Source: an optimization exercise on an open RTL-to-GDS flow (aim: small area, a short achievable clock period and few clock cycles per item). Production flows keep margins and buffers that such runs may drop.
In this exercise RTL edits were held to simulation tests only and were not proved equivalent to the original.
Power is estimated from default activity; no workload was simulated.

**run.sh**
```bash
#!/bin/bash
# synth_recipe.tcl (not shown) runs the flow's synth.tcl, then flattens the netlist and writes it again
# the make line also repeats each setting of config.mk as NAME=value (left out here)
make -C /OpenROAD-flow-scripts/flow DESIGN_CONFIG=/design/flow/config.mk WORK_HOME=/design/flow/orfs CLKGATE_MAP_FILE= SYNTH_SCRIPT=/design/flow/synth_recipe.tcl finish
```
**config.mk**
```make
export PLATFORM = sky130hd
export DESIGN_NAME = bmlp_top
export DESIGN_NICKNAME = bmlp_top
export VERILOG_FILES = /design/flow/design.v
export SDC_FILE = /design/flow/constraint.sdc
export NUM_CORES = 4
export LEC_CHECK = 0
export CAP_MARGIN = 20
export CORE_MARGIN = 2
export CORE_UTILIZATION = 40
export SLEW_MARGIN = 20
export SYNTH_MEMORY_MAX_BITS = 8192
```
**constraint.sdc**
```tcl
create_clock -name core_clock -period 8.0 [get_ports {clk}]
set_input_delay 1.6000 -clock core_clock [delete_from_list [all_inputs] [get_ports {clk}]]
set_output_delay 1.6000 -clock core_clock [all_outputs]
set_load 0.01 [all_outputs]
```
**design.v**
```verilog
`timescale 1ns / 1ps
module bmlp_top(
  input  wire       clk,
  input  wire       rst,
  input  wire       start,
  output reg  [6:0] dmem_addr,
  input  wire [8:0] dmem_data,
  output reg        done,
  output reg        bin_class
);
  reg        busy;
  reg  [7:0] k;           
  reg  [5:0] o;           
  reg  [8:0] d;           
  reg  [9:0] init0;       
  reg  [9:0] init1;
  reg  [9:0] init2;
  reg  [9:0] init3;
  reg  [2:0] dd1;       
  reg  [2:0] dd2;       
  reg  [59:0] b1;         
  reg [2:0] dd_2_1; always @(posedge clk) dd_2_1 <= d[8:6];
  always @(posedge clk) begin
    if (~rst) begin
      busy <= 1'b0; k <= 8'd0; done <= 1'b0; dmem_addr <= 7'd0;
    end else begin
      done <= 1'b0;
      if (~busy) begin
        k <= 8'd0;
        if (start) begin
          busy <= 1'b1; dmem_addr <= 7'd1;
        end
      end else begin
        k <= k + 8'd1;
        if (o == 6'd34) begin busy <= 1'b0; done <= 1'b1; end
        if (k <= 8'd141) begin
          if (dmem_addr[3:0] == 4'd15)
            dmem_addr <= {(dmem_addr[6:4] >= 3'd4) ? dmem_addr[6:4] - 3'd4 : dmem_addr[6:4] + 3'd3, 4'd0};
          else
            dmem_addr[3:0] <= dmem_addr[3:0] + 4'd1;
        end else
          dmem_addr <= 7'd0;
      end
    end
  end
  always @(posedge clk) begin
    o <= ~busy ? 6'd63 : (k == 8'd147) ? 6'd0 : (o == 6'd63) ? 6'd63 : o + 6'd1;
    d <= dmem_data;
    init0[0] <= busy && (k == 8'd0);
    init0[1] <= busy && (k == 8'd16);
    init0[2] <= busy && (k == 8'd32);
    init0[3] <= busy && (k == 8'd48);
    init0[4] <= busy && (k == 8'd64);
    init0[5] <= busy && (k == 8'd80);
    init0[6] <= busy && (k == 8'd96);
    init0[7] <= busy && (k == 8'd112);
    init0[8] <= busy && (k == 8'd128);
    init0[9] <= busy && (k == 8'd144);
    init1 <= init0;
    init2 <= init1;
    init3 <= init2;
    dd1 <= d[5:3];
    dd2 <= dd_2_1;
  end
  reg [26:0] wrom;
  always @(*) begin
    case (k)
      8'd0: wrom = 27'h62;
      8'd1: wrom = 27'hf4;
      8'd2: wrom = 27'h92;
      8'd3: wrom = 27'h6b;
      8'd4: wrom = 27'hd8;
      8'd5: wrom = 27'h146;
      8'd6: wrom = 27'h1b4;
      8'd7: wrom = 27'h62;
      8'd8: wrom = 27'hb6;
      8'd9: wrom = 27'hbc;
      8'd10: wrom = 27'h9e;
      8'd11: wrom = 27'h1c1;
      8'd12: wrom = 27'hd3;
      8'd13: wrom = 27'h14c;
      8'd14: wrom = 27'h6b;
      8'd15: wrom = 27'h101;
      8'd16: wrom = 27'h301a1;
      8'd17: wrom = 27'h2219a;
      8'd18: wrom = 27'h2ad0c;
      8'd19: wrom = 27'h1d959;
      8'd20: wrom = 27'h2496b;
      8'd21: wrom = 27'h3b510;
      8'd22: wrom = 27'h147bc;
      8'd23: wrom = 27'h34d5f;
      8'd24: wrom = 27'haaa6;
      8'd25: wrom = 27'h24f9d;
      8'd26: wrom = 27'hca0c;
      8'd27: wrom = 27'h3d4bc;
      8'd28: wrom = 27'h24b06;
      8'd29: wrom = 27'h18aaf;
      8'd30: wrom = 27'h1865b;
      8'd31: wrom = 27'h3d998;
      8'd32: wrom = 27'h1d37987;
      8'd33: wrom = 27'h17b91d9;
      8'd34: wrom = 27'h9d4bb;
      8'd35: wrom = 27'h21b793c;
      8'd36: wrom = 27'h18ef23;
      8'd37: wrom = 27'h1950c1a;
      8'd38: wrom = 27'h1bc6f50;
      8'd39: wrom = 27'h22fcb84;
      8'd40: wrom = 27'h2a42562;
      8'd41: wrom = 27'h17edaaa;
      8'd42: wrom = 27'h1f75fd1;
      8'd43: wrom = 27'h148a7eb;
      8'd44: wrom = 27'h248da73;
      8'd45: wrom = 27'h3432e5f;
      8'd46: wrom = 27'h3d6668f;
      8'd47: wrom = 27'h1e3cc5f;
      8'd48: wrom = 27'h24799c0;
      8'd49: wrom = 27'h2afd6d2;
      8'd50: wrom = 27'h346ddc3;
      8'd51: wrom = 27'h3738637;
      8'd52: wrom = 27'h165e8e2;
      8'd53: wrom = 27'h11ad4a1;
      8'd54: wrom = 27'h35cbd67;
      8'd55: wrom = 27'h3124577;
      8'd56: wrom = 27'h3ee1c78;
      8'd57: wrom = 27'h3e8a49;
      8'd58: wrom = 27'h17fbee6;
      8'd59: wrom = 27'h28de50e;
      8'd60: wrom = 27'h22098fb;
      8'd61: wrom = 27'h150f3a9;
      8'd62: wrom = 27'h15ea9b0;
      8'd63: wrom = 27'h1f2c0d2;
      8'd64: wrom = 27'h2ecb466;
      8'd65: wrom = 27'h71997f;
      8'd66: wrom = 27'h36075dc;
      8'd67: wrom = 27'h25c6463;
      8'd68: wrom = 27'h64b4e9;
      8'd69: wrom = 27'h1104102;
      8'd70: wrom = 27'h5d68a6;
      8'd71: wrom = 27'h6c18f8;
      8'd72: wrom = 27'h2dc1c90;
      8'd73: wrom = 27'h3a8c744;
      8'd74: wrom = 27'h1191b0f;
      8'd75: wrom = 27'h1f0fc9f;
      8'd76: wrom = 27'hec0600;
      8'd77: wrom = 27'h3fd7da5;
      8'd78: wrom = 27'h3017597;
      8'd79: wrom = 27'hdca8b0;
      8'd80: wrom = 27'h224fd25;
      8'd81: wrom = 27'h2f97576;
      8'd82: wrom = 27'h51825fc;
      8'd83: wrom = 27'h5f5351d;
      8'd84: wrom = 27'h6f5103c;
      8'd85: wrom = 27'h7006247;
      8'd86: wrom = 27'h5555d8c;
      8'd87: wrom = 27'h4a9f27c;
      8'd88: wrom = 27'h65ddd23;
      8'd89: wrom = 27'h4804c8b;
      8'd90: wrom = 27'h5317f57;
      8'd91: wrom = 27'h149a8b9;
      8'd92: wrom = 27'h578c426;
      8'd93: wrom = 27'h7103c0c;
      8'd94: wrom = 27'h3b90ccc;
      8'd95: wrom = 27'h6d077b;
      8'd96: wrom = 27'h6b40aa6;
      8'd97: wrom = 27'h65b486;
      8'd98: wrom = 27'h7d53ec8;
      8'd99: wrom = 27'h1e4ec8e;
      8'd100: wrom = 27'h3fd42e3;
      8'd101: wrom = 27'h59d16d9;
      8'd102: wrom = 27'h27864a4;
      8'd103: wrom = 27'h7e8b2b1;
      8'd104: wrom = 27'h7f5c680;
      8'd105: wrom = 27'h1e172cf;
      8'd106: wrom = 27'h2dfe64;
      8'd107: wrom = 27'h384d206;
      8'd108: wrom = 27'h15d7a27;
      8'd109: wrom = 27'h261cace;
      8'd110: wrom = 27'h7441240;
      8'd111: wrom = 27'h57ce4e9;
      8'd112: wrom = 27'h2cc003a;
      8'd113: wrom = 27'h4c00086;
      8'd114: wrom = 27'h2400090;
      8'd115: wrom = 27'he00098;
      8'd116: wrom = 27'h2bc0056;
      8'd117: wrom = 27'h258008f;
      8'd118: wrom = 27'h1a000ec;
      8'd119: wrom = 27'h190002b;
      8'd120: wrom = 27'h700005f;
      8'd121: wrom = 27'h518002b;
      8'd122: wrom = 27'h2300058;
      8'd123: wrom = 27'h6c8007d;
      8'd124: wrom = 27'h3c00ac;
      8'd125: wrom = 27'h34400f7;
      8'd126: wrom = 27'h2200096;
      8'd127: wrom = 27'h3e000bf;
      8'd128: wrom = 27'h64;
      8'd129: wrom = 27'hbc;
      8'd130: wrom = 27'hdb;
      8'd131: wrom = 27'h20;
      8'd132: wrom = 27'h7c;
      8'd133: wrom = 27'hc1;
      8'd134: wrom = 27'h35;
      8'd135: wrom = 27'h9a;
      8'd136: wrom = 27'h5d;
      8'd137: wrom = 27'h2f;
      8'd138: wrom = 27'h70;
      8'd139: wrom = 27'h87;
      8'd140: wrom = 27'h47;
      8'd141: wrom = 27'h3e;
      8'd142: wrom = 27'hd2;
      8'd143: wrom = 27'ha0;
      default: wrom = 27'h0;
    endcase
  end
  reg [26:0] w0;
  reg [26:0] w1;
  reg [26:0] w2;
  always @(posedge clk) begin
    w0 <= wrom;
    w1 <= w0;
    w2 <= w1;
  end
  reg [2:0] a0_0;
  reg cy0_0;
  always @(posedge clk) {cy0_0, a0_0} <= {1'b0, (init0[0] ? 3'd2 : (init0[3] ? 3'd1 : (init0[6] ? 3'd4 : a0_0)))} + {1'b0, (d[2:0] ^ {3{~w0[0]}})};
  reg [2:0] a0_1;
  reg cy0_1;
  always @(posedge clk) {cy0_1, a0_1} <= {1'b0, (init1[0] ? 3'd3 : (init1[3] ? 3'd3 : (init1[6] ? 3'd3 : a0_1)))} + {1'b0, (dd1[2:0] ^ {3{~w1[0]}})} + {3'd0, cy0_0};
  reg [2:0] a0_2;
  reg cy0_2;
  always @(posedge clk) {cy0_2, a0_2} <= {1'b0, (init2[0] ? 3'd0 : (init2[3] ? 3'd0 : (init2[6] ? 3'd0 : a0_2)))} + {1'b0, (dd2[2:0] ^ {3{~w2[0]}})} + {3'd0, cy0_1};
  reg [5:0] hi0;
  always @(posedge clk) hi0 <= (init3[0] ? 6'd38 : (init3[3] ? 6'd39 : (init3[6] ? 6'd36 : hi0))) + {5'd0, cy0_2};
  always @(posedge clk) if (init3[3]) b1[0] <= ~hi0[5];
  always @(posedge clk) if (init3[6]) b1[2] <= ~hi0[5];
  always @(posedge clk) if (init3[9]) b1[4] <= ~hi0[5];
  reg [2:0] a1_0;
  reg cy1_0;
  always @(posedge clk) {cy1_0, a1_0} <= {1'b0, (init0[0] ? 3'd5 : (init0[3] ? 3'd7 : (init0[6] ? 3'd7 : a1_0)))} + {1'b0, (d[2:0] ^ {3{~w0[1]}})};
  reg [2:0] a1_1;
  reg cy1_1;
  always @(posedge clk) {cy1_1, a1_1} <= {1'b0, (init1[0] ? 3'd2 : (init1[3] ? 3'd2 : (init1[6] ? 3'd2 : a1_1)))} + {1'b0, (dd1[2:0] ^ {3{~w1[1]}})} + {3'd0, cy1_0};
  reg [2:0] a1_2;
  reg cy1_2;
  always @(posedge clk) {cy1_2, a1_2} <= {1'b0, (init2[0] ? 3'd0 : (init2[3] ? 3'd0 : (init2[6] ? 3'd0 : a1_2)))} + {1'b0, (dd2[2:0] ^ {3{~w2[1]}})} + {3'd0, cy1_1};
  reg [5:0] hi1;
  always @(posedge clk) hi1 <= (init3[0] ? 6'd43 : (init3[3] ? 6'd41 : (init3[6] ? 6'd41 : hi1))) + {5'd0, cy1_2};
  always @(posedge clk) if (init3[3]) b1[7] <= ~hi1[5];
  always @(posedge clk) if (init3[6]) b1[9] <= ~hi1[5];
  always @(posedge clk) if (init3[9]) b1[11] <= ~hi1[5];
  reg [2:0] a2_0;
  reg cy2_0;
  always @(posedge clk) {cy2_0, a2_0} <= {1'b0, (init0[0] ? 3'd2 : (init0[3] ? 3'd6 : (init0[6] ? 3'd4 : a2_0)))} + {1'b0, (d[2:0] ^ {3{~w0[2]}})};
  reg [2:0] a2_1;
  reg cy2_1;
  always @(posedge clk) {cy2_1, a2_1} <= {1'b0, (init1[0] ? 3'd3 : (init1[3] ? 3'd2 : (init1[6] ? 3'd2 : a2_1)))} + {1'b0, (dd1[2:0] ^ {3{~w1[2]}})} + {3'd0, cy2_0};
  reg [2:0] a2_2;
  reg cy2_2;
  always @(posedge clk) {cy2_2, a2_2} <= {1'b0, (init2[0] ? 3'd0 : (init2[3] ? 3'd0 : (init2[6] ? 3'd0 : a2_2)))} + {1'b0, (dd2[2:0] ^ {3{~w2[2]}})} + {3'd0, cy2_1};
  reg [5:0] hi2;
  always @(posedge clk) hi2 <= (init3[0] ? 6'd38 : (init3[3] ? 6'd42 : (init3[6] ? 6'd44 : hi2))) + {5'd0, cy2_2};
  always @(posedge clk) if (init3[3]) b1[14] <= ~hi2[5];
  always @(posedge clk) if (init3[6]) b1[16] <= ~hi2[5];
  always @(posedge clk) if (init3[9]) b1[18] <= ~hi2[5];
  reg [2:0] a3_0;
  reg cy3_0;
  always @(posedge clk) {cy3_0, a3_0} <= {1'b0, (init0[0] ? 3'd5 : (init0[3] ? 3'd3 : (init0[6] ? 3'd0 : a3_0)))} + {1'b0, (d[2:0] ^ {3{~w0[3]}})};
  reg [2:0] a3_1;
  reg cy3_1;
  always @(posedge clk) {cy3_1, a3_1} <= {1'b0, (init1[0] ? 3'd2 : (init1[3] ? 3'd3 : (init1[6] ? 3'd3 : a3_1)))} + {1'b0, (dd1[2:0] ^ {3{~w1[3]}})} + {3'd0, cy3_0};
  reg [2:0] a3_2;
  reg cy3_2;
  always @(posedge clk) {cy3_2, a3_2} <= {1'b0, (init2[0] ? 3'd0 : (init2[3] ? 3'd0 : (init2[6] ? 3'd0 : a3_2)))} + {1'b0, (dd2[2:0] ^ {3{~w2[3]}})} + {3'd0, cy3_1};
  reg [5:0] hi3;
  always @(posedge clk) hi3 <= (init3[0] ? 6'd43 : (init3[3] ? 6'd37 : (init3[6] ? 6'd40 : hi3))) + {5'd0, cy3_2};
  always @(posedge clk) if (init3[3]) b1[21] <= ~hi3[5];
  always @(posedge clk) if (init3[6]) b1[23] <= ~hi3[5];
  always @(posedge clk) if (init3[9]) b1[25] <= ~hi3[5];
  reg [2:0] a4_0;
  reg cy4_0;
  always @(posedge clk) {cy4_0, a4_0} <= {1'b0, (init0[0] ? 3'd6 : (init0[3] ? 3'd2 : (init0[6] ? 3'd3 : a4_0)))} + {1'b0, (d[2:0] ^ {3{~w0[4]}})};
  reg [2:0] a4_1;
  reg cy4_1;
  always @(posedge clk) {cy4_1, a4_1} <= {1'b0, (init1[0] ? 3'd2 : (init1[3] ? 3'd3 : (init1[6] ? 3'd3 : a4_1)))} + {1'b0, (dd1[2:0] ^ {3{~w1[4]}})} + {3'd0, cy4_0};
  reg [2:0] a4_2;
  reg cy4_2;
  always @(posedge clk) {cy4_2, a4_2} <= {1'b0, (init2[0] ? 3'd0 : (init2[3] ? 3'd0 : (init2[6] ? 3'd0 : a4_2)))} + {1'b0, (dd2[2:0] ^ {3{~w2[4]}})} + {3'd0, cy4_1};
  reg [5:0] hi4;
  always @(posedge clk) hi4 <= (init3[0] ? 6'd42 : (init3[3] ? 6'd38 : (init3[6] ? 6'd37 : hi4))) + {5'd0, cy4_2};
  always @(posedge clk) if (init3[3]) b1[28] <= ~hi4[5];
  always @(posedge clk) if (init3[6]) b1[30] <= ~hi4[5];
  always @(posedge clk) if (init3[9]) b1[32] <= ~hi4[5];
  reg [2:0] a5_0;
  reg cy5_0;
  always @(posedge clk) {cy5_0, a5_0} <= {1'b0, (init0[0] ? 3'd3 : (init0[3] ? 3'd5 : (init0[6] ? 3'd0 : a5_0)))} + {1'b0, (d[2:0] ^ {3{~w0[5]}})};
  reg [2:0] a5_1;
  reg cy5_1;
  always @(posedge clk) {cy5_1, a5_1} <= {1'b0, (init1[0] ? 3'd3 : (init1[3] ? 3'd2 : (init1[6] ? 3'd3 : a5_1)))} + {1'b0, (dd1[2:0] ^ {3{~w1[5]}})} + {3'd0, cy5_0};
  reg [2:0] a5_2;
  reg cy5_2;
  always @(posedge clk) {cy5_2, a5_2} <= {1'b0, (init2[0] ? 3'd0 : (init2[3] ? 3'd0 : (init2[6] ? 3'd0 : a5_2)))} + {1'b0, (dd2[2:0] ^ {3{~w2[5]}})} + {3'd0, cy5_1};
  reg [5:0] hi5;
  always @(posedge clk) hi5 <= (init3[0] ? 6'd37 : (init3[3] ? 6'd43 : (init3[6] ? 6'd40 : hi5))) + {5'd0, cy5_2};
  always @(posedge clk) if (init3[3]) b1[35] <= ~hi5[5];
  always @(posedge clk) if (init3[6]) b1[37] <= ~hi5[5];
  always @(posedge clk) if (init3[9]) b1[39] <= ~hi5[5];
  reg [2:0] a6_0;
  reg cy6_0;
  always @(posedge clk) {cy6_0, a6_0} <= {1'b0, (init0[0] ? 3'd2 : (init0[3] ? 3'd7 : (init0[6] ? 3'd2 : a6_0)))} + {1'b0, (d[2:0] ^ {3{~w0[6]}})};
  reg [2:0] a6_1;
  reg cy6_1;
  always @(posedge clk) {cy6_1, a6_1} <= {1'b0, (init1[0] ? 3'd3 : (init1[3] ? 3'd2 : (init1[6] ? 3'd3 : a6_1)))} + {1'b0, (dd1[2:0] ^ {3{~w1[6]}})} + {3'd0, cy6_0};
  reg [2:0] a6_2;
  reg cy6_2;
  always @(posedge clk) {cy6_2, a6_2} <= {1'b0, (init2[0] ? 3'd0 : (init2[3] ? 3'd0 : (init2[6] ? 3'd0 : a6_2)))} + {1'b0, (dd2[2:0] ^ {3{~w2[6]}})} + {3'd0, cy6_1};
  reg [5:0] hi6;
  always @(posedge clk) hi6 <= (init3[0] ? 6'd38 : (init3[3] ? 6'd41 : (init3[6] ? 6'd38 : hi6))) + {5'd0, cy6_2};
  always @(posedge clk) if (init3[3]) b1[42] <= ~hi6[5];
  always @(posedge clk) if (init3[6]) b1[44] <= ~hi6[5];
  always @(posedge clk) if (init3[9]) b1[46] <= ~hi6[5];
  reg [2:0] a7_0;
  reg cy7_0;
  always @(posedge clk) {cy7_0, a7_0} <= {1'b0, (init0[0] ? 3'd7 : (init0[3] ? 3'd0 : (init0[6] ? 3'd4 : a7_0)))} + {1'b0, (d[2:0] ^ {3{~w0[7]}})};
  reg [2:0] a7_1;
  reg cy7_1;
  always @(posedge clk) {cy7_1, a7_1} <= {1'b0, (init1[0] ? 3'd2 : (init1[3] ? 3'd3 : (init1[6] ? 3'd2 : a7_1)))} + {1'b0, (dd1[2:0] ^ {3{~w1[7]}})} + {3'd0, cy7_0};
  reg [2:0] a7_2;
  reg cy7_2;
  always @(posedge clk) {cy7_2, a7_2} <= {1'b0, (init2[0] ? 3'd0 : (init2[3] ? 3'd0 : (init2[6] ? 3'd0 : a7_2)))} + {1'b0, (dd2[2:0] ^ {3{~w2[7]}})} + {3'd0, cy7_1};
  reg [5:0] hi7;
  always @(posedge clk) hi7 <= (init3[0] ? 6'd41 : (init3[3] ? 6'd40 : (init3[6] ? 6'd44 : hi7))) + {5'd0, cy7_2};
  always @(posedge clk) if (init3[3]) b1[49] <= ~hi7[5];
  always @(posedge clk) if (init3[6]) b1[51] <= ~hi7[5];
  always @(posedge clk) if (init3[9]) b1[53] <= ~hi7[5];
  reg [2:0] a8_0;
  reg cy8_0;
  always @(posedge clk) {cy8_0, a8_0} <= {1'b0, (init0[0] ? 3'd7 : (init0[3] ? 3'd2 : a8_0))} + {1'b0, (d[2:0] ^ {3{~w0[8]}})};
  reg [2:0] a8_1;
  reg cy8_1;
  always @(posedge clk) {cy8_1, a8_1} <= {1'b0, (init1[0] ? 3'd2 : (init1[3] ? 3'd3 : a8_1))} + {1'b0, (dd1[2:0] ^ {3{~w1[8]}})} + {3'd0, cy8_0};
  reg [2:0] a8_2;
  reg cy8_2;
  always @(posedge clk) {cy8_2, a8_2} <= {1'b0, (init2[0] ? 3'd0 : (init2[3] ? 3'd0 : a8_2))} + {1'b0, (dd2[2:0] ^ {3{~w2[8]}})} + {3'd0, cy8_1};
  reg [5:0] hi8;
  always @(posedge clk) hi8 <= (init3[0] ? 6'd41 : (init3[3] ? 6'd38 : hi8)) + {5'd0, cy8_2};
  always @(posedge clk) if (init3[3]) b1[56] <= ~hi8[5];
  always @(posedge clk) if (init3[6]) b1[58] <= ~hi8[5];
  reg [2:0] a9_0;
  reg cy9_0;
  always @(posedge clk) {cy9_0, a9_0} <= {1'b0, (init0[1] ? 3'd3 : (init0[4] ? 3'd5 : a9_0))} + {1'b0, (d[2:0] ^ {3{~w0[9]}})};
  reg [2:0] a9_1;
  reg cy9_1;
  always @(posedge clk) {cy9_1, a9_1} <= {1'b0, (init1[1] ? 3'd3 : (init1[4] ? 3'd3 : a9_1))} + {1'b0, (dd1[2:0] ^ {3{~w1[9]}})} + {3'd0, cy9_0};
  reg [2:0] a9_2;
  reg cy9_2;
  always @(posedge clk) {cy9_2, a9_2} <= {1'b0, (init2[1] ? 3'd0 : (init2[4] ? 3'd0 : a9_2))} + {1'b0, (dd2[2:0] ^ {3{~w2[9]}})} + {3'd0, cy9_1};
  reg [5:0] hi9;
  always @(posedge clk) hi9 <= (init3[1] ? 6'd37 : (init3[4] ? 6'd35 : hi9)) + {5'd0, cy9_2};
  always @(posedge clk) if (init3[4]) b1[3] <= ~hi9[5];
  always @(posedge clk) if (init3[7]) b1[5] <= ~hi9[5];
  reg [2:0] a10_0;
  reg cy10_0;
  always @(posedge clk) {cy10_0, a10_0} <= {1'b0, (init0[1] ? 3'd6 : (init0[4] ? 3'd2 : a10_0))} + {1'b0, (d[2:0] ^ {3{~w0[10]}})};
  reg [2:0] a10_1;
  reg cy10_1;
  always @(posedge clk) {cy10_1, a10_1} <= {1'b0, (init1[1] ? 3'd2 : (init1[4] ? 3'd2 : a10_1))} + {1'b0, (dd1[2:0] ^ {3{~w1[10]}})} + {3'd0, cy10_0};
  reg [2:0] a10_2;
  reg cy10_2;
  always @(posedge clk) {cy10_2, a10_2} <= {1'b0, (init2[1] ? 3'd0 : (init2[4] ? 3'd0 : a10_2))} + {1'b0, (dd2[2:0] ^ {3{~w2[10]}})} + {3'd0, cy10_1};
  reg [5:0] hi10;
  always @(posedge clk) hi10 <= (init3[1] ? 6'd42 : (init3[4] ? 6'd46 : hi10)) + {5'd0, cy10_2};
  always @(posedge clk) if (init3[4]) b1[10] <= ~hi10[5];
  always @(posedge clk) if (init3[7]) b1[12] <= ~hi10[5];
  reg [2:0] a11_0;
  reg cy11_0;
  always @(posedge clk) {cy11_0, a11_0} <= {1'b0, (init0[1] ? 3'd2 : (init0[4] ? 3'd2 : a11_0))} + {1'b0, (d[2:0] ^ {3{~w0[11]}})};
  reg [2:0] a11_1;
  reg cy11_1;
  always @(posedge clk) {cy11_1, a11_1} <= {1'b0, (init1[1] ? 3'd2 : (init1[4] ? 3'd3 : a11_1))} + {1'b0, (dd1[2:0] ^ {3{~w1[11]}})} + {3'd0, cy11_0};
  reg [2:0] a11_2;
  reg cy11_2;
  always @(posedge clk) {cy11_2, a11_2} <= {1'b0, (init2[1] ? 3'd0 : (init2[4] ? 3'd0 : a11_2))} + {1'b0, (dd2[2:0] ^ {3{~w2[11]}})} + {3'd0, cy11_1};
  reg [5:0] hi11;
  always @(posedge clk) hi11 <= (init3[1] ? 6'd46 : (init3[4] ? 6'd38 : hi11)) + {5'd0, cy11_2};
  always @(posedge clk) if (init3[4]) b1[17] <= ~hi11[5];
  always @(posedge clk) if (init3[7]) b1[19] <= ~hi11[5];
  reg [2:0] a12_0;
  reg cy12_0;
  always @(posedge clk) {cy12_0, a12_0} <= {1'b0, (init0[1] ? 3'd4 : (init0[4] ? 3'd4 : a12_0))} + {1'b0, (d[2:0] ^ {3{~w0[12]}})};
  reg [2:0] a12_1;
  reg cy12_1;
  always @(posedge clk) {cy12_1, a12_1} <= {1'b0, (init1[1] ? 3'd3 : (init1[4] ? 3'd2 : a12_1))} + {1'b0, (dd1[2:0] ^ {3{~w1[12]}})} + {3'd0, cy12_0};
  reg [2:0] a12_2;
  reg cy12_2;
  always @(posedge clk) {cy12_2, a12_2} <= {1'b0, (init2[1] ? 3'd0 : (init2[4] ? 3'd0 : a12_2))} + {1'b0, (dd2[2:0] ^ {3{~w2[12]}})} + {3'd0, cy12_1};
  reg [5:0] hi12;
  always @(posedge clk) hi12 <= (init3[1] ? 6'd36 : (init3[4] ? 6'd44 : hi12)) + {5'd0, cy12_2};
  always @(posedge clk) if (init3[4]) b1[24] <= ~hi12[5];
  always @(posedge clk) if (init3[7]) b1[26] <= ~hi12[5];
  reg [2:0] a13_0;
  reg cy13_0;
  always @(posedge clk) {cy13_0, a13_0} <= {1'b0, (init0[1] ? 3'd6 : (init0[4] ? 3'd5 : a13_0))} + {1'b0, (d[2:0] ^ {3{~w0[13]}})};
  reg [2:0] a13_1;
  reg cy13_1;
  always @(posedge clk) {cy13_1, a13_1} <= {1'b0, (init1[1] ? 3'd3 : (init1[4] ? 3'd2 : a13_1))} + {1'b0, (dd1[2:0] ^ {3{~w1[13]}})} + {3'd0, cy13_0};
  reg [2:0] a13_2;
  reg cy13_2;
  always @(posedge clk) {cy13_2, a13_2} <= {1'b0, (init2[1] ? 3'd0 : (init2[4] ? 3'd0 : a13_2))} + {1'b0, (dd2[2:0] ^ {3{~w2[13]}})} + {3'd0, cy13_1};
  reg [5:0] hi13;
  always @(posedge clk) hi13 <= (init3[1] ? 6'd34 : (init3[4] ? 6'd43 : hi13)) + {5'd0, cy13_2};
  always @(posedge clk) if (init3[4]) b1[31] <= ~hi13[5];
  always @(posedge clk) if (init3[7]) b1[33] <= ~hi13[5];
  reg [2:0] a14_0;
  reg cy14_0;
  always @(posedge clk) {cy14_0, a14_0} <= {1'b0, (init0[1] ? 3'd4 : (init0[4] ? 3'd5 : a14_0))} + {1'b0, (d[2:0] ^ {3{~w0[14]}})};
  reg [2:0] a14_1;
  reg cy14_1;
  always @(posedge clk) {cy14_1, a14_1} <= {1'b0, (init1[1] ? 3'd2 : (init1[4] ? 3'd2 : a14_1))} + {1'b0, (dd1[2:0] ^ {3{~w1[14]}})} + {3'd0, cy14_0};
  reg [2:0] a14_2;
  reg cy14_2;
  always @(posedge clk) {cy14_2, a14_2} <= {1'b0, (init2[1] ? 3'd0 : (init2[4] ? 3'd0 : a14_2))} + {1'b0, (dd2[2:0] ^ {3{~w2[14]}})} + {3'd0, cy14_1};
  reg [5:0] hi14;
  always @(posedge clk) hi14 <= (init3[1] ? 6'd44 : (init3[4] ? 6'd43 : hi14)) + {5'd0, cy14_2};
  always @(posedge clk) if (init3[4]) b1[38] <= ~hi14[5];
  always @(posedge clk) if (init3[7]) b1[40] <= ~hi14[5];
  reg [2:0] a15_0;
  reg cy15_0;
  always @(posedge clk) {cy15_0, a15_0} <= {1'b0, (init0[1] ? 3'd1 : (init0[4] ? 3'd5 : a15_0))} + {1'b0, (d[2:0] ^ {3{~w0[15]}})};
  reg [2:0] a15_1;
  reg cy15_1;
  always @(posedge clk) {cy15_1, a15_1} <= {1'b0, (init1[1] ? 3'd2 : (init1[4] ? 3'd3 : a15_1))} + {1'b0, (dd1[2:0] ^ {3{~w1[15]}})} + {3'd0, cy15_0};
  reg [2:0] a15_2;
  reg cy15_2;
  always @(posedge clk) {cy15_2, a15_2} <= {1'b0, (init2[1] ? 3'd0 : (init2[4] ? 3'd0 : a15_2))} + {1'b0, (dd2[2:0] ^ {3{~w2[15]}})} + {3'd0, cy15_1};
  reg [5:0] hi15;
  always @(posedge clk) hi15 <= (init3[1] ? 6'd47 : (init3[4] ? 6'd35 : hi15)) + {5'd0, cy15_2};
  always @(posedge clk) if (init3[4]) b1[45] <= ~hi15[5];
  always @(posedge clk) if (init3[7]) b1[47] <= ~hi15[5];
  reg [2:0] a16_0;
  reg cy16_0;
  always @(posedge clk) {cy16_0, a16_0} <= {1'b0, (init0[1] ? 3'd0 : (init0[4] ? 3'd0 : a16_0))} + {1'b0, (d[2:0] ^ {3{~w0[16]}})};
  reg [2:0] a16_1;
  reg cy16_1;
  always @(posedge clk) {cy16_1, a16_1} <= {1'b0, (init1[1] ? 3'd3 : (init1[4] ? 3'd3 : a16_1))} + {1'b0, (dd1[2:0] ^ {3{~w1[16]}})} + {3'd0, cy16_0};
  reg [2:0] a16_2;
  reg cy16_2;
  always @(posedge clk) {cy16_2, a16_2} <= {1'b0, (init2[1] ? 3'd0 : (init2[4] ? 3'd0 : a16_2))} + {1'b0, (dd2[2:0] ^ {3{~w2[16]}})} + {3'd0, cy16_1};
  reg [5:0] hi16;
  always @(posedge clk) hi16 <= (init3[1] ? 6'd40 : (init3[4] ? 6'd40 : hi16)) + {5'd0, cy16_2};
  always @(posedge clk) if (init3[4]) b1[52] <= ~hi16[5];
  always @(posedge clk) if (init3[7]) b1[54] <= ~hi16[5];
  reg [2:0] a17_0;
  reg cy17_0;
  always @(posedge clk) {cy17_0, a17_0} <= {1'b0, (init0[1] ? 3'd2 : a17_0)} + {1'b0, (d[2:0] ^ {3{~w0[17]}})};
  reg [2:0] a17_1;
  reg cy17_1;
  always @(posedge clk) {cy17_1, a17_1} <= {1'b0, (init1[1] ? 3'd2 : a17_1)} + {1'b0, (dd1[2:0] ^ {3{~w1[17]}})} + {3'd0, cy17_0};
  reg [0:0] a17_2;
  always @(posedge clk) a17_2 <= (init2[1] ? 1'd0 : a17_2) + (dd2[0:0] ^ {1{~w2[17]}}) + cy17_1;
  always @(posedge clk) if (init2[4]) b1[59] <= ~a17_2[0];
  reg [2:0] a18_0;
  reg cy18_0;
  always @(posedge clk) {cy18_0, a18_0} <= {1'b0, (init0[2] ? 3'd6 : (init0[5] ? 3'd2 : a18_0))} + {1'b0, (d[2:0] ^ {3{~w0[18]}})};
  reg [2:0] a18_1;
  reg cy18_1;
  always @(posedge clk) {cy18_1, a18_1} <= {1'b0, (init1[2] ? 3'd2 : (init1[5] ? 3'd3 : a18_1))} + {1'b0, (dd1[2:0] ^ {3{~w1[18]}})} + {3'd0, cy18_0};
  reg [2:0] a18_2;
  reg cy18_2;
  always @(posedge clk) {cy18_2, a18_2} <= {1'b0, (init2[2] ? 3'd0 : (init2[5] ? 3'd0 : a18_2))} + {1'b0, (dd2[2:0] ^ {3{~w2[18]}})} + {3'd0, cy18_1};
  reg [5:0] hi18;
  always @(posedge clk) hi18 <= (init3[2] ? 6'd42 : (init3[5] ? 6'd38 : hi18)) + {5'd0, cy18_2};
  always @(posedge clk) if (init3[5]) b1[6] <= ~hi18[5];
  always @(posedge clk) if (init3[8]) b1[1] <= ~hi18[5];
  reg [2:0] a19_0;
  reg cy19_0;
  always @(posedge clk) {cy19_0, a19_0} <= {1'b0, (init0[2] ? 3'd5 : (init0[5] ? 3'd3 : a19_0))} + {1'b0, (d[2:0] ^ {3{~w0[19]}})};
  reg [2:0] a19_1;
  reg cy19_1;
  always @(posedge clk) {cy19_1, a19_1} <= {1'b0, (init1[2] ? 3'd2 : (init1[5] ? 3'd3 : a19_1))} + {1'b0, (dd1[2:0] ^ {3{~w1[19]}})} + {3'd0, cy19_0};
  reg [2:0] a19_2;
  reg cy19_2;
  always @(posedge clk) {cy19_2, a19_2} <= {1'b0, (init2[2] ? 3'd0 : (init2[5] ? 3'd0 : a19_2))} + {1'b0, (dd2[2:0] ^ {3{~w2[19]}})} + {3'd0, cy19_1};
  reg [5:0] hi19;
  always @(posedge clk) hi19 <= (init3[2] ? 6'd43 : (init3[5] ? 6'd37 : hi19)) + {5'd0, cy19_2};
  always @(posedge clk) if (init3[5]) b1[13] <= ~hi19[5];
  always @(posedge clk) if (init3[8]) b1[8] <= ~hi19[5];
  reg [2:0] a20_0;
  reg cy20_0;
  always @(posedge clk) {cy20_0, a20_0} <= {1'b0, (init0[2] ? 3'd5 : (init0[5] ? 3'd0 : a20_0))} + {1'b0, (d[2:0] ^ {3{~w0[20]}})};
  reg [2:0] a20_1;
  reg cy20_1;
  always @(posedge clk) {cy20_1, a20_1} <= {1'b0, (init1[2] ? 3'd2 : (init1[5] ? 3'd3 : a20_1))} + {1'b0, (dd1[2:0] ^ {3{~w1[20]}})} + {3'd0, cy20_0};
  reg [2:0] a20_2;
  reg cy20_2;
  always @(posedge clk) {cy20_2, a20_2} <= {1'b0, (init2[2] ? 3'd0 : (init2[5] ? 3'd0 : a20_2))} + {1'b0, (dd2[2:0] ^ {3{~w2[20]}})} + {3'd0, cy20_1};
  reg [5:0] hi20;
  always @(posedge clk) hi20 <= (init3[2] ? 6'd43 : (init3[5] ? 6'd40 : hi20)) + {5'd0, cy20_2};
  always @(posedge clk) if (init3[5]) b1[20] <= ~hi20[5];
  always @(posedge clk) if (init3[8]) b1[15] <= ~hi20[5];
  reg [2:0] a21_0;
  reg cy21_0;
  always @(posedge clk) {cy21_0, a21_0} <= {1'b0, (init0[2] ? 3'd0 : (init0[5] ? 3'd5 : a21_0))} + {1'b0, (d[2:0] ^ {3{~w0[21]}})};
  reg [2:0] a21_1;
  reg cy21_1;
  always @(posedge clk) {cy21_1, a21_1} <= {1'b0, (init1[2] ? 3'd3 : (init1[5] ? 3'd2 : a21_1))} + {1'b0, (dd1[2:0] ^ {3{~w1[21]}})} + {3'd0, cy21_0};
  reg [2:0] a21_2;
  reg cy21_2;
  always @(posedge clk) {cy21_2, a21_2} <= {1'b0, (init2[2] ? 3'd0 : (init2[5] ? 3'd0 : a21_2))} + {1'b0, (dd2[2:0] ^ {3{~w2[21]}})} + {3'd0, cy21_1};
  reg [5:0] hi21;
  always @(posedge clk) hi21 <= (init3[2] ? 6'd40 : (init3[5] ? 6'd43 : hi21)) + {5'd0, cy21_2};
  always @(posedge clk) if (init3[5]) b1[27] <= ~hi21[5];
  always @(posedge clk) if (init3[8]) b1[22] <= ~hi21[5];
  reg [2:0] a22_0;
  reg cy22_0;
  always @(posedge clk) {cy22_0, a22_0} <= {1'b0, (init0[2] ? 3'd1 : (init0[5] ? 3'd4 : a22_0))} + {1'b0, (d[2:0] ^ {3{~w0[22]}})};
  reg [2:0] a22_1;
  reg cy22_1;
  always @(posedge clk) {cy22_1, a22_1} <= {1'b0, (init1[2] ? 3'd2 : (init1[5] ? 3'd2 : a22_1))} + {1'b0, (dd1[2:0] ^ {3{~w1[22]}})} + {3'd0, cy22_0};
  reg [2:0] a22_2;
  reg cy22_2;
  always @(posedge clk) {cy22_2, a22_2} <= {1'b0, (init2[2] ? 3'd0 : (init2[5] ? 3'd0 : a22_2))} + {1'b0, (dd2[2:0] ^ {3{~w2[22]}})} + {3'd0, cy22_1};
  reg [5:0] hi22;
  always @(posedge clk) hi22 <= (init3[2] ? 6'd47 : (init3[5] ? 6'd44 : hi22)) + {5'd0, cy22_2};
  always @(posedge clk) if (init3[5]) b1[34] <= ~hi22[5];
  always @(posedge clk) if (init3[8]) b1[29] <= ~hi22[5];
  reg [2:0] a23_0;
  reg cy23_0;
  always @(posedge clk) {cy23_0, a23_0} <= {1'b0, (init0[2] ? 3'd6 : (init0[5] ? 3'd1 : a23_0))} + {1'b0, (d[2:0] ^ {3{~w0[23]}})};
  reg [2:0] a23_1;
  reg cy23_1;
  always @(posedge clk) {cy23_1, a23_1} <= {1'b0, (init1[2] ? 3'd3 : (init1[5] ? 3'd3 : a23_1))} + {1'b0, (dd1[2:0] ^ {3{~w1[23]}})} + {3'd0, cy23_0};
  reg [2:0] a23_2;
  reg cy23_2;
  always @(posedge clk) {cy23_2, a23_2} <= {1'b0, (init2[2] ? 3'd0 : (init2[5] ? 3'd0 : a23_2))} + {1'b0, (dd2[2:0] ^ {3{~w2[23]}})} + {3'd0, cy23_1};
  reg [5:0] hi23;
  always @(posedge clk) hi23 <= (init3[2] ? 6'd34 : (init3[5] ? 6'd39 : hi23)) + {5'd0, cy23_2};
  always @(posedge clk) if (init3[5]) b1[41] <= ~hi23[5];
  always @(posedge clk) if (init3[8]) b1[36] <= ~hi23[5];
  reg [2:0] a24_0;
  reg cy24_0;
  always @(posedge clk) {cy24_0, a24_0} <= {1'b0, (init0[2] ? 3'd4 : (init0[5] ? 3'd6 : a24_0))} + {1'b0, (d[2:0] ^ {3{~w0[24]}})};
  reg [2:0] a24_1;
  reg cy24_1;
  always @(posedge clk) {cy24_1, a24_1} <= {1'b0, (init1[2] ? 3'd2 : (init1[5] ? 3'd2 : a24_1))} + {1'b0, (dd1[2:0] ^ {3{~w1[24]}})} + {3'd0, cy24_0};
  reg [2:0] a24_2;
  reg cy24_2;
  always @(posedge clk) {cy24_2, a24_2} <= {1'b0, (init2[2] ? 3'd0 : (init2[5] ? 3'd0 : a24_2))} + {1'b0, (dd2[2:0] ^ {3{~w2[24]}})} + {3'd0, cy24_1};
  reg [5:0] hi24;
  always @(posedge clk) hi24 <= (init3[2] ? 6'd44 : (init3[5] ? 6'd42 : hi24)) + {5'd0, cy24_2};
  always @(posedge clk) if (init3[5]) b1[48] <= ~hi24[5];
  always @(posedge clk) if (init3[8]) b1[43] <= ~hi24[5];
  reg [2:0] a25_0;
  reg cy25_0;
  always @(posedge clk) {cy25_0, a25_0} <= {1'b0, (init0[2] ? 3'd2 : (init0[5] ? 3'd6 : a25_0))} + {1'b0, (d[2:0] ^ {3{~w0[25]}})};
  reg [2:0] a25_1;
  reg cy25_1;
  always @(posedge clk) {cy25_1, a25_1} <= {1'b0, (init1[2] ? 3'd3 : (init1[5] ? 3'd2 : a25_1))} + {1'b0, (dd1[2:0] ^ {3{~w1[25]}})} + {3'd0, cy25_0};
  reg [2:0] a25_2;
  reg cy25_2;
  always @(posedge clk) {cy25_2, a25_2} <= {1'b0, (init2[2] ? 3'd0 : (init2[5] ? 3'd0 : a25_2))} + {1'b0, (dd2[2:0] ^ {3{~w2[25]}})} + {3'd0, cy25_1};
  reg [5:0] hi25;
  always @(posedge clk) hi25 <= (init3[2] ? 6'd38 : (init3[5] ? 6'd42 : hi25)) + {5'd0, cy25_2};
  always @(posedge clk) if (init3[5]) b1[55] <= ~hi25[5];
  always @(posedge clk) if (init3[8]) b1[50] <= ~hi25[5];
  reg [2:0] a26_0;
  reg cy26_0;
  always @(posedge clk) {cy26_0, a26_0} <= {1'b0, (init0[5] ? 3'd2 : a26_0)} + {1'b0, (d[2:0] ^ {3{~w0[26]}})};
  reg [2:0] a26_1;
  reg cy26_1;
  always @(posedge clk) {cy26_1, a26_1} <= {1'b0, (init1[5] ? 3'd3 : a26_1)} + {1'b0, (dd1[2:0] ^ {3{~w1[26]}})} + {3'd0, cy26_0};
  reg [2:0] a26_2;
  reg cy26_2;
  always @(posedge clk) {cy26_2, a26_2} <= {1'b0, (init2[5] ? 3'd0 : a26_2)} + {1'b0, (dd2[2:0] ^ {3{~w2[26]}})} + {3'd0, cy26_1};
  reg [5:0] hi26;
  always @(posedge clk) hi26 <= (init3[5] ? 6'd38 : hi26) + {5'd0, cy26_2};
  always @(posedge clk) if (init3[8]) b1[57] <= ~hi26[5];
  reg  [23:0] b2;
  reg  [5:0]  b3;
  reg  [59:0] prom;
  always @(*) begin
    case (o)
      6'd0: prom = 60'hfffffffffffffff;  
      6'd1: prom = 60'h5dcf29c2d813c1d;  
      6'd2: prom = 60'heebd4f815eafd7d;  
      6'd3: prom = 60'h1c62972546e5757;  
      6'd4: prom = 60'hcd484944d615bea;  
      6'd5: prom = 60'h7af58ff61fa9793;  
      6'd6: prom = 60'ha08b4725884e619;  
      6'd7: prom = 60'h580d716c96eb63c;  
      6'd8: prom = 60'h606be739b581773;  
      6'd9: prom = 60'h3d48b6b60d94122;  
      6'd10: prom = 60'haa9d7dee97bff15;  
      6'd11: prom = 60'hb330c38ad22b36c;  
      6'd12: prom = 60'h700a83910f6a39a;  
      6'd13: prom = 60'h63cb1e0093eb886;  
      6'd14: prom = 60'h52563c4cf9fa344;  
      6'd15: prom = 60'h14fbacb04a7c9c9;  
      6'd16: prom = 60'h724d3fc8bb195cb;  
      6'd17: prom = 60'h456c51440d9fb6c;  
      6'd18: prom = 60'heded39a4fee9696;  
      6'd19: prom = 60'ha6250f4f352164b;  
      6'd20: prom = 60'h37043597c986494;  
      6'd21: prom = 60'h9c1881f54bb7aeb;  
      6'd22: prom = 60'hf5de11edb8183f;  
      6'd23: prom = 60'h5c1af6d0ee988ed;  
      6'd24: prom = 60'hb944e9f6ab088ce;  
      6'd26: prom = 60'hbd61d3;  
      6'd27: prom = 60'h1ba186;  
      6'd28: prom = 60'h515801;  
      6'd29: prom = 60'h52ad9b;  
      6'd30: prom = 60'h10bd4d;  
      6'd31: prom = 60'hd819af;  
      6'd32: prom = 60'hc53739;  
      default: prom = 60'h0;
    endcase
  end
  reg [59:0] pw;
  always @(posedge clk) pw <= prom;
  reg sel3;
  always @(posedge clk) sel3 <= (o >= 6'd26) && (o != 6'd63);
  wire [59:0] pin = (sel3 ? {36'd0, b2} : b1) & pw;
  wire ps1 = pin[0] ^ pin[1] ^ pin[2];
  wire pc2 = (pin[0] & pin[1]) | (pin[0] & pin[2]) | (pin[1] & pin[2]);
  wire ps3 = pin[3] ^ pin[4] ^ pin[5];
  wire pc4 = (pin[3] & pin[4]) | (pin[3] & pin[5]) | (pin[4] & pin[5]);
  wire ps5 = pin[6] ^ pin[7] ^ pin[8];
  wire pc6 = (pin[6] & pin[7]) | (pin[6] & pin[8]) | (pin[7] & pin[8]);
  wire ps7 = pin[9] ^ pin[10] ^ pin[11];
  wire pc8 = (pin[9] & pin[10]) | (pin[9] & pin[11]) | (pin[10] & pin[11]);
  wire ps9 = pin[12] ^ pin[13] ^ pin[14];
  wire pc10 = (pin[12] & pin[13]) | (pin[12] & pin[14]) | (pin[13] & pin[14]);
  wire ps11 = ps1 ^ ps3 ^ ps5;
  wire pc12 = (ps1 & ps3) | (ps1 & ps5) | (ps3 & ps5);
  wire ps13 = ps7 ^ ps9 ^ ps11;
  wire pc14 = (ps7 & ps9) | (ps7 & ps11) | (ps9 & ps11);
  wire ps15 = pc2 ^ pc4 ^ pc6;
  wire pc16 = (pc2 & pc4) | (pc2 & pc6) | (pc4 & pc6);
  wire ps17 = pc8 ^ pc10 ^ pc12;
  wire pc18 = (pc8 & pc10) | (pc8 & pc12) | (pc10 & pc12);
  wire ps19 = pc14 ^ ps15 ^ ps17;
  wire pc20 = (pc14 & ps15) | (pc14 & ps17) | (ps15 & ps17);
  wire ps21 = pc16 ^ pc18 ^ pc20;
  wire pc22 = (pc16 & pc18) | (pc16 & pc20) | (pc18 & pc20);
  wire [3:0] pcw_0 = {pc22, ps21, ps19, ps13};
  wire ps23 = pin[15] ^ pin[16] ^ pin[17];
  wire pc24 = (pin[15] & pin[16]) | (pin[15] & pin[17]) | (pin[16] & pin[17]);
  wire ps25 = pin[18] ^ pin[19] ^ pin[20];
  wire pc26 = (pin[18] & pin[19]) | (pin[18] & pin[20]) | (pin[19] & pin[20]);
  wire ps27 = pin[21] ^ pin[22] ^ pin[23];
  wire pc28 = (pin[21] & pin[22]) | (pin[21] & pin[23]) | (pin[22] & pin[23]);
  wire ps29 = pin[24] ^ pin[25] ^ pin[26];
  wire pc30 = (pin[24] & pin[25]) | (pin[24] & pin[26]) | (pin[25] & pin[26]);
  wire ps31 = pin[27] ^ pin[28] ^ pin[29];
  wire pc32 = (pin[27] & pin[28]) | (pin[27] & pin[29]) | (pin[28] & pin[29]);
  wire ps33 = ps23 ^ ps25 ^ ps27;
  wire pc34 = (ps23 & ps25) | (ps23 & ps27) | (ps25 & ps27);
  wire ps35 = ps29 ^ ps31 ^ ps33;
  wire pc36 = (ps29 & ps31) | (ps29 & ps33) | (ps31 & ps33);
  wire ps37 = pc24 ^ pc26 ^ pc28;
  wire pc38 = (pc24 & pc26) | (pc24 & pc28) | (pc26 & pc28);
  wire ps39 = pc30 ^ pc32 ^ pc34;
  wire pc40 = (pc30 & pc32) | (pc30 & pc34) | (pc32 & pc34);
  wire ps41 = pc36 ^ ps37 ^ ps39;
  wire pc42 = (pc36 & ps37) | (pc36 & ps39) | (ps37 & ps39);
  wire ps43 = pc38 ^ pc40 ^ pc42;
  wire pc44 = (pc38 & pc40) | (pc38 & pc42) | (pc40 & pc42);
  wire [3:0] pcw_1 = {pc44, ps43, ps41, ps35};
  wire ps45 = pin[30] ^ pin[31] ^ pin[32];
  wire pc46 = (pin[30] & pin[31]) | (pin[30] & pin[32]) | (pin[31] & pin[32]);
  wire ps47 = pin[33] ^ pin[34] ^ pin[35];
  wire pc48 = (pin[33] & pin[34]) | (pin[33] & pin[35]) | (pin[34] & pin[35]);
  wire ps49 = pin[36] ^ pin[37] ^ pin[38];
  wire pc50 = (pin[36] & pin[37]) | (pin[36] & pin[38]) | (pin[37] & pin[38]);
  wire ps51 = pin[39] ^ pin[40] ^ pin[41];
  wire pc52 = (pin[39] & pin[40]) | (pin[39] & pin[41]) | (pin[40] & pin[41]);
  wire ps53 = pin[42] ^ pin[43] ^ pin[44];
  wire pc54 = (pin[42] & pin[43]) | (pin[42] & pin[44]) | (pin[43] & pin[44]);
  wire ps55 = ps45 ^ ps47 ^ ps49;
  wire pc56 = (ps45 & ps47) | (ps45 & ps49) | (ps47 & ps49);
  wire ps57 = ps51 ^ ps53 ^ ps55;
  wire pc58 = (ps51 & ps53) | (ps51 & ps55) | (ps53 & ps55);
  wire ps59 = pc46 ^ pc48 ^ pc50;
  wire pc60 = (pc46 & pc48) | (pc46 & pc50) | (pc48 & pc50);
  wire ps61 = pc52 ^ pc54 ^ pc56;
  wire pc62 = (pc52 & pc54) | (pc52 & pc56) | (pc54 & pc56);
  wire ps63 = pc58 ^ ps59 ^ ps61;
  wire pc64 = (pc58 & ps59) | (pc58 & ps61) | (ps59 & ps61);
  wire ps65 = pc60 ^ pc62 ^ pc64;
  wire pc66 = (pc60 & pc62) | (pc60 & pc64) | (pc62 & pc64);
  wire [3:0] pcw_2 = {pc66, ps65, ps63, ps57};
  wire ps67 = pin[45] ^ pin[46] ^ pin[47];
  wire pc68 = (pin[45] & pin[46]) | (pin[45] & pin[47]) | (pin[46] & pin[47]);
  wire ps69 = pin[48] ^ pin[49] ^ pin[50];
  wire pc70 = (pin[48] & pin[49]) | (pin[48] & pin[50]) | (pin[49] & pin[50]);
  wire ps71 = pin[51] ^ pin[52] ^ pin[53];
  wire pc72 = (pin[51] & pin[52]) | (pin[51] & pin[53]) | (pin[52] & pin[53]);
  wire ps73 = pin[54] ^ pin[55] ^ pin[56];
  wire pc74 = (pin[54] & pin[55]) | (pin[54] & pin[56]) | (pin[55] & pin[56]);
  wire ps75 = pin[57] ^ pin[58] ^ pin[59];
  wire pc76 = (pin[57] & pin[58]) | (pin[57] & pin[59]) | (pin[58] & pin[59]);
  wire ps77 = ps67 ^ ps69 ^ ps71;
  wire pc78 = (ps67 & ps69) | (ps67 & ps71) | (ps69 & ps71);
  wire ps79 = ps73 ^ ps75 ^ ps77;
  wire pc80 = (ps73 & ps75) | (ps73 & ps77) | (ps75 & ps77);
  wire ps81 = pc68 ^ pc70 ^ pc72;
  wire pc82 = (pc68 & pc70) | (pc68 & pc72) | (pc70 & pc72);
  wire ps83 = pc74 ^ pc76 ^ pc78;
  wire pc84 = (pc74 & pc76) | (pc74 & pc78) | (pc76 & pc78);
  wire ps85 = pc80 ^ ps81 ^ ps83;
  wire pc86 = (pc80 & ps81) | (pc80 & ps83) | (ps81 & ps83);
  wire ps87 = pc82 ^ pc84 ^ pc86;
  wire pc88 = (pc82 & pc84) | (pc82 & pc86) | (pc84 & pc86);
  wire [3:0] pcw_3 = {pc88, ps87, ps85, ps79};
  reg [3:0] pca0, pca1, pca2, pca3;
  reg       st_thr, st_l2, st_l3, st_last;
  always @(posedge clk) begin
    pca0 <= pcw_0; pca1 <= pcw_1; pca2 <= pcw_2; pca3 <= pcw_3;
    st_thr <= (o == 6'd1);
    st_l2  <= (o >= 6'd2) && (o <= 6'd25);
    st_l3  <= (o >= 6'd27) && (o <= 6'd33);
  end
  wire [5:0] pcs = pca0 + pca1 + pca2 + pca3;
  reg  [5:0] thr;
  reg  [4:0] ones2;       
  wire       res = ({pcs, 1'b0} >= {1'b0, thr});
  always @(posedge clk) begin
    if (st_thr) begin thr <= pcs; ones2 <= 5'd0; end
    if (st_l2) begin b2 <= {b2[22:0], res}; ones2 <= ones2 + {4'd0, res}; end
    if (st_l2 && o == 6'd26) thr <= {1'b0, ones2 + {4'd0, res}};
    if (st_l3) b3 <= {b3[4:0], res};
  end
  wire [6:0] v3 = {b3, res};
  wire [2:0] pos3 = v3[5] + v3[4] + v3[3] + v3[2] + v3[0];
  wire [1:0] neg3 = v3[6] + v3[1];
  always @(posedge clk) if (o == 6'd34) bin_class <= (pos3 < {1'b0, neg3});
endmodule
```
==> impl_metrics.ini, run 1 <==
[finish]
antenna_cells = 0
drive_gt1_share_pct = 6.83
nets = 4539
final_area_um2 = 46100
fill_cells = 9739
syn2layout_area_growth_pct = 10.7

[timing]
maxSlewHeadroom_pct = 27.3
slew_violations = 0
whs_ns = 0.324
setup_tns_ns = 0
worstMarginPinSlew_ns = 1.09
layout_min_cycle_time_ns = 4.46
fin_skew_ns = 0.0285
fmax_ghz = 0.224
report.final.setup_viol = 0
hold_viol = 0
fin_crit_sh_pct = 55.8
rsz0062_at_grt = false

[floorplan]
die_area_um2 = 107000
fp.coreArea_um2 = 103000
start_util_pct = 40.3
die_y_um = 327
rows = 118
io-pin-count = 21
die_w_um = 327

[clock_tree]
cts.clk_slew.worst_paths_ns = 0.06
cts_resized = 0
cts-root-buf = clkbuf_16
cts_tree = done
cts_buffers = 91
worst_skew_pair.late_latency_ns = 0.67
htree_levels = 3
cts_setup_buffers = 0
clock-sinks = 821
cts_buffer_depth = 3
cts_hold_buf = 0

[detailed_routing]
drc = 0
firstDrtPassIters = 6
viasPerCell = 5.27
wl_per_cell_um = 19.6
antenna_left = 0
drtIter0Drc = 2915
routed_wl_um = 108000
via_count = 29000

[run]
max_cap_violations = 0

[synth]
ys.flop_type = dfxtp_1
synthDominantCellAreaShare_pct = 34.6
syn_inst = 4119
yosys.area.top_type = dfxtp_1
synth-edff-count = 101
netlist_area_um2 = 41600
yosysSeqAreaShare_pct = 41.9
syn-num-nets = 4604
yosysUniqueCellTypes = 88
ys_seq_elements = 821
yosys-top-cells-area = dfxtp_1, fa_1, ha_1
ys_warn_count = 1
syn_area_per_cell_um2 = 10.1
async_flop_share_pct = 0

[setup_path]
crit_required_ns = 8.41
crit_family = adder cells
startpoint_type = register
cp_slowest_stage_delay_ns = 0.54
worstPathArrival_ns = 4.87
crit_chain = inv_1, fa_1, inv_1, fa_1, ha_1, fa_1, ha_1, o21a_1, o211ai_1, nand4b_1, fa_1, inv_1, fa_1, o31a_1
slowest_stage = fa_1
cp_num_buf_inv = 3
worstPathMaxFanout = 4
critPathCaptureType = register
cp_common_cell = fa_1
crit_type = reg -> reg

[power]
leakage_nw = 19.6
combPwrFrac_pct = 26.8
p_per_area_nw_per_um2 = 303
p_seq_share_pct = 42.5
p_int_w = 0.00995
netSwitchingPower_w = 0.00403
clkPwrFrac_pct = 30.7
switching_share_pct = 28.8
ir_drop_mv = 0.165

[grt]
antenna_found_initial = 2
grt_pass1_wl_um = 170000
gr-total-overflow = 0
globalRouteTotalUtil_pct = 20.1
first_global_vias = 28900
grt_max_degree = 89

[status]
status = no timing/DRC/antenna violations

[place]
place_area_um2 = 43000
dp_hpwl_um = 74600
port_buffers = 20
gp_routability_congestion = 1.02

[min_path]
hold_path_class = reg -> reg
==> layout make-up <==
cell class,count,area [um^2],share of cell area [%]
Multi-Input combinational cell,2830,22300,48.4
Sequential cell,821,17500,37.9
Clock buffer,124,2620,5.67
Tap cell,1380,1730,3.74
Inverter,240,901,1.95
Timing Repair Buffer,70,576,1.25
Clock inverter,45,494,1.07
==> cell usage in the layout, fill, tap and decap left out, types with 28 or more instances in the layout <==
cell type / instances
dfxtp_1: 704
xnor2_1: 325
o211ai_1: 28
nor3_1: 76
nor2_1: 292
or3_1: 61
o21ai_0: 153
a211oi_1: 32
buf_4: 50
edfxtp_1: 101
nand3b_1: 36
a21o_1: 203
fa_1: 190
nand2_1: 194
inv_1: 236
xor2_1: 93
nand2b_1: 55
a21oi_1: 162
nand3_1: 101
ha_1: 283
clkbuf_16: 94
nor2b_1: 63
and2_1: 148
==> metrics by stage <==
step                instances  setup WS [ns]  power (W)  utilization (%)
floorplan                4119           3.82    0.00895                -
global placement         5341           3.55    0.00961             41.6
detailed placement       5341           3.49    0.00982             41.6
CTS                      5510           3.49     0.0142             44.6
global route             5510           3.31     0.0151             44.6
finish                   5510           3.54     0.0140             44.6
==> path summary, 6_finish.rpt <==
path	startpoint	endpoint	slack, ns	cells after the start
max	pca0[1]	bin_class	3.54	14
min	d[7]	dd_2_1[1]	0.32	0
max reg2reg	pca0[1]	bin_class	3.54	14
min reg2reg	d[7]	dd_2_1[1]	0.32	0
==> sequential cells by signal (all words and copies together) (netlist names), 7 cells and up <==
register and flops:
b2 24, w2 27, b1 60, pw 60
w0 27, init1 10, init3 10, dmem_addr 7
k 8, d 9, w1 27, init0 10
init2 10
==> synth_stat cells (77+ instances only) <==
cell / instances
o21ai_0: 153
ha_1: 283
nor3_1: 77
clkbuf_1: 152
xnor2_1: 325
nand2_1: 194
xor2_1: 93
dfxtp_1: 720
nor2_1: 292
and2_1: 148
inv_1: 237
a21oi_1: 162
nand3_1: 101
a21o_1: 203
edfxtp_1: 101
fa_1: 190
==> cells by family after synthesis <==
logic type                 Yosys count  synth area share, %
and+or+nand+nor                   1111                 13.5
adders and majority gates          473                 17.6
AOI/OAI and AO/OA                  791                 12.7
buffers and inverters              468                 4.48
xor gates and xnor gates           418                 8.79
DFF                                821                 41.9
muxes                               37                 1.01
==> layer usage <==
layer	wire length [um]	GRT usage, %
met4	4800	8.94
met3	7510	3.75
met1	48300	27.7
met2	47200	30.8
met5	10	0
==> worst register-to-register path: stages (launching register included) <==
cell and delay, ns:
dfxtp_1 0.30, inv_1 0.05, fa_1 0.54, inv_1 0.06, fa_1 0.46, ha_1 0.25
fa_1 0.47, ha_1 0.29, o21a_1 0.10, o211ai_1 0.15, nand4b_1 0.26, fa_1 0.49
inv_1 0.10, fa_1 0.43, o31a_1 0.28
==> power groups by stage <==
stage	clock, W	sequential (W)	combinational (W)
3_3_place_gp	0	0.00601	0.00360
2_1_floorplan	0	0.00588	0.00307
5_1_grt	0.00457	0.00608	0.00441
6_report	0.00429	0.00594	0.00375
4_1_cts	0.00442	0.00596	0.00383
3_5_place_dp	0	0.00603	0.00379
Testbench counts, summed over its fixed seeds: cycles 23,560, items 128.
==> run 2: changes to the inputs <==
--- a/config.mk
+++ b/config.mk
@@ -6,7 +6,9 @@
 export NUM_CORES = 4
 export LEC_CHECK = 0
+export ABC_CLOCK_PERIOD_IN_PS = 3000
 export CAP_MARGIN = 20
 export CORE_MARGIN = 2
 export CORE_UTILIZATION = 40
+export SETUP_SLACK_MARGIN = 5
 export SLEW_MARGIN = 20
 export SYNTH_MEMORY_MAX_BITS = 8192
==> run 2 against run 1 <==
Net effect:
- fmax up 7.8%
- total power up 0.17%
- largest cell class unchanged
- critical path depth unchanged
- clock power up 1%
- sequential power about the same
- hold slack better by 0.0016 ns
- critical endpoint unchanged
- core utilization up 0.53 points
- routed wire length down 0.59%
- die area unchanged
- final cell count up 0.25%
- sequential cell count unchanged
==> impl_metrics.ini, run 2 <==
[finish]
drive_gt1_share_pct = 8.88
syn2layout_area_growth_pct = 12.0
final_cells = 5524
most-common-layout-cells = dfxtp_1, xnor2_1, nor2_1
final_common_cell = dfxtp_1
multi_input_area_um2 = 22600
fill_cells = 9722
ff_latch_area_um2 = 17500
final_area_um2 = 46700
nets = 4552
reg_top3 = b1 x60, pw x60
finalCoreUtilization_pct = 45.1

[grt]
grt_pass1_wl_um = 170000
first_global_vias = 29300
antenna_found_initial = 1
gr-total-overflow = 0
globalRouteTotalUtil_pct = 20.1
grt_max_degree = 103

[synth]
synth-edff-count = 101
syn_inst = 4119
synthMuxAreaShare_pct = 1.01
synthMostInstantiatedCell = dfxtp_1
syn_area_per_cell_um2 = 10.1
ys.flop_type = dfxtp_1
yosys-top-cells-area = dfxtp_1, fa_1, ha_1
async_flop_share_pct = 0
yosys.area_share.adder_pct = 17.6
netlist_area_um2 = 41600
ys_warn_count = 1
synth_xor_xnor_area_share_pct = 8.79
synthDominantCellAreaShare_pct = 34.6
synth_top_family_by_area = adder cells
yosys.area.top_type = dfxtp_1
syn-num-nets = 4604
synth_compound_area_share_pct = 12.7
synth_common_cells = dfxtp_1, xnor2_1, nor2_1
yosysSeqAreaShare_pct = 41.9
ys_seq_elements = 821
post_synth_and_or_nand_nor_area_fraction_pct = 13.5
yosysUniqueCellTypes = 88

[detailed_routing]
via_count = 29200
routed_wl_um = 107000
firstDrtPassIters = 6
drtIter0Drc = 2993
wl_per_cell_um = 19.4
drc = 0
antenna_left = 0
viasPerCell = 5.29

[min_path]
hold_path_class = reg -> reg

[clock_tree]
htree_levels = 3
cts_buffer_depth = 3
clock-sinks = 821
worst_skew_pair.late_latency_ns = 0.67
cts.clk_slew.worst_paths_ns = 0.06
cts-root-buf = clkbuf_16
cts_tree = done
cts_buffers = 92

[timing]
setup_tns_ns = 0
fin_skew_ns = 0.0280
layout_min_cycle_time_ns = 4.14
whs_ns = 0.326
maxSlewHeadroom_pct = 23.0
fmax_ghz = 0.241
report.final.setup_viol = 0
fin_crit_sh_pct = 51.8
rsz0062_at_grt = true
slew_violations = 0
worstMarginPinSlew_ns = 1.16
hold_viol = 0

[place]
port_buffers = 20
gp_routability_congestion = 1.04
place_area_um2 = 43100
placedCellCount = 5337
dp_hpwl_um = 74100

[power]
ir_drop_mv = 0.175
p_int_w = 0.00997
p_per_area_nw_per_um2 = 300
clkPwrFrac_pct = 31.0
leakage_nw = 19.8
p_seq_share_pct = 42.5
combPwrFrac_pct = 26.6
switching_share_pct = 28.8
netSwitchingPower_w = 0.00404

[setup_path]
crit_required_ns = 8.42
critPathCaptureType = register
crit_type = reg -> reg
startpoint_type = register
worstPathArrival_ns = 4.56
worstPathMaxFanout = 3

[floorplan]
start_util_pct = 40.3
fp.coreArea_um2 = 103000
io-pin-count = 21
die_y_um = 327
die_w_um = 327
die_area_um2 = 107000
rows = 118

[status]
status = no timing/DRC/antenna violations

[run]
max_cap_violations = 0
run 2: cell counts after synthesis:
No cell type changed its count.
run 2: logic make-up (layout without fill, tap and decap cells):
logic type | count (synthesis) | count (layout)
fa+ha+maj | 473 | 473
other cells | 0 | 2
compound gates | 791 | 791
simple gates | 1111 | 1111
flops | 821 | 821
buf+inv | 468 | 491
mux | 37 | 37
xor+xnor | 418 | 418
run 2: cell type report:
cell class / instances / share of cell area (%)
Antenna cell: 2 / 0.0107
Clock buffer: 130 / 5.67
Clock inverter: 39 / 1.13
Inverter: 240 / 1.95
Multi-Input combinational cell: 2830 / 48.4
Sequential cell: 821 / 37.5
Tap cell: 1380 / 3.70
Timing Repair Buffer: 82 / 1.67
run 2: power by group through the flow:
stage	sequential, W	combinational, W	clock [W]
after floorplan	0.00588	0.00307	0
after global placement	0.00601	0.00359	0
after detailed placement	0.00604	0.00376	0
after CTS	0.00596	0.00380	0.00445
after global routing	0.00609	0.00442	0.00460
final	0.00595	0.00372	0.00434
run 2: worst paths after layout:
path	startpoint	endpoint	slack (ns)	cells past startpoint
max	pca0[1]	bin_class	3.86	14
min	d[5]	dd1[2]	0.33	0
max reg2reg	pca0[1]	bin_class	3.86	14
min reg2reg	d[5]	dd1[2]	0.33	0
run 2: layer usage:
layer / share of wire [%] / wire (um) / vias to the layer above / global-route usage [%]
li1: - / - / 13900 / -
met3: 7.3 / 7820 / 378 / 3.89
met2: 44 / 46800 / 1150 / 30.9
met4: 5.0 / 5400 / 0 / 9.36
met1: 44 / 47300 / 13800 / 27.1
met5: 0 / 0 / - / 0
run 2: worst max-delay path, cell delays in order, from the launching register on:
cell and delay, ns:
dfxtp_2 0.32, inv_2 0.03, fa_1 0.52, inv_1 0.05
fa_1 0.44, ha_2 0.21, fa_1 0.46, ha_1 0.29
o21a_1 0.10, o211ai_1 0.16, nand4b_1 0.21, fa_2 0.40
inv_2 0.06, fa_1 0.39, o31a_1 0.24
run 2: metrics by stage:
stage / total power, W / worst slack, ns
after global routing: 0.0151 / 3.67
after CTS: 0.0142 / 3.75
after floorplan: 0.00895 / 3.96
after detailed placement: 0.00980 / 3.70
after global placement: 0.00960 / 3.70
final: 0.0140 / 3.86
run 2: timing repair:
item | CTS | global route
buffers inserted | 9 | 4
pin swaps | 13 | 7
gates resized for setup | 58 | 24
setup endpoints to repair | 85 | 70
hold buffers | 0 | 0
gates cloned | 3 | 0

## port drivers added, routing unchanged
Ports are ideal in the flow. The routed layouts listed here were re-timed in OpenROAD.
Step 1 assumes that a clkbuf_16 drives the clock port and a buf_2 every other input.
Step 2 times the ports against the registers' clock, not the clock port: input delays grow and output delays shrink by t, the midpoint of the rising clock arrivals with the driver on.
Slacks: no drivers / after step 1 / after step 2; pairs: no drivers / after step 1.
run | t (ns) | slack for setup (ns) | worst hold slack (ns) | latest minus earliest clock arrival (ns) | worst data-port slew with drivers (ns)
run 1 | 0.720 | 3.536 / 3.536 / 3.536 | 0.324 / 0.324 / 0.324 | 0.033 / 0.034 | 0.05
run 2 | 0.724 | 3.859 / 3.859 / 3.859 | 0.326 / 0.326 / 0.326 | 0.035 / 0.034 | 0.05
After both steps setup and hold are still met in every run listed.
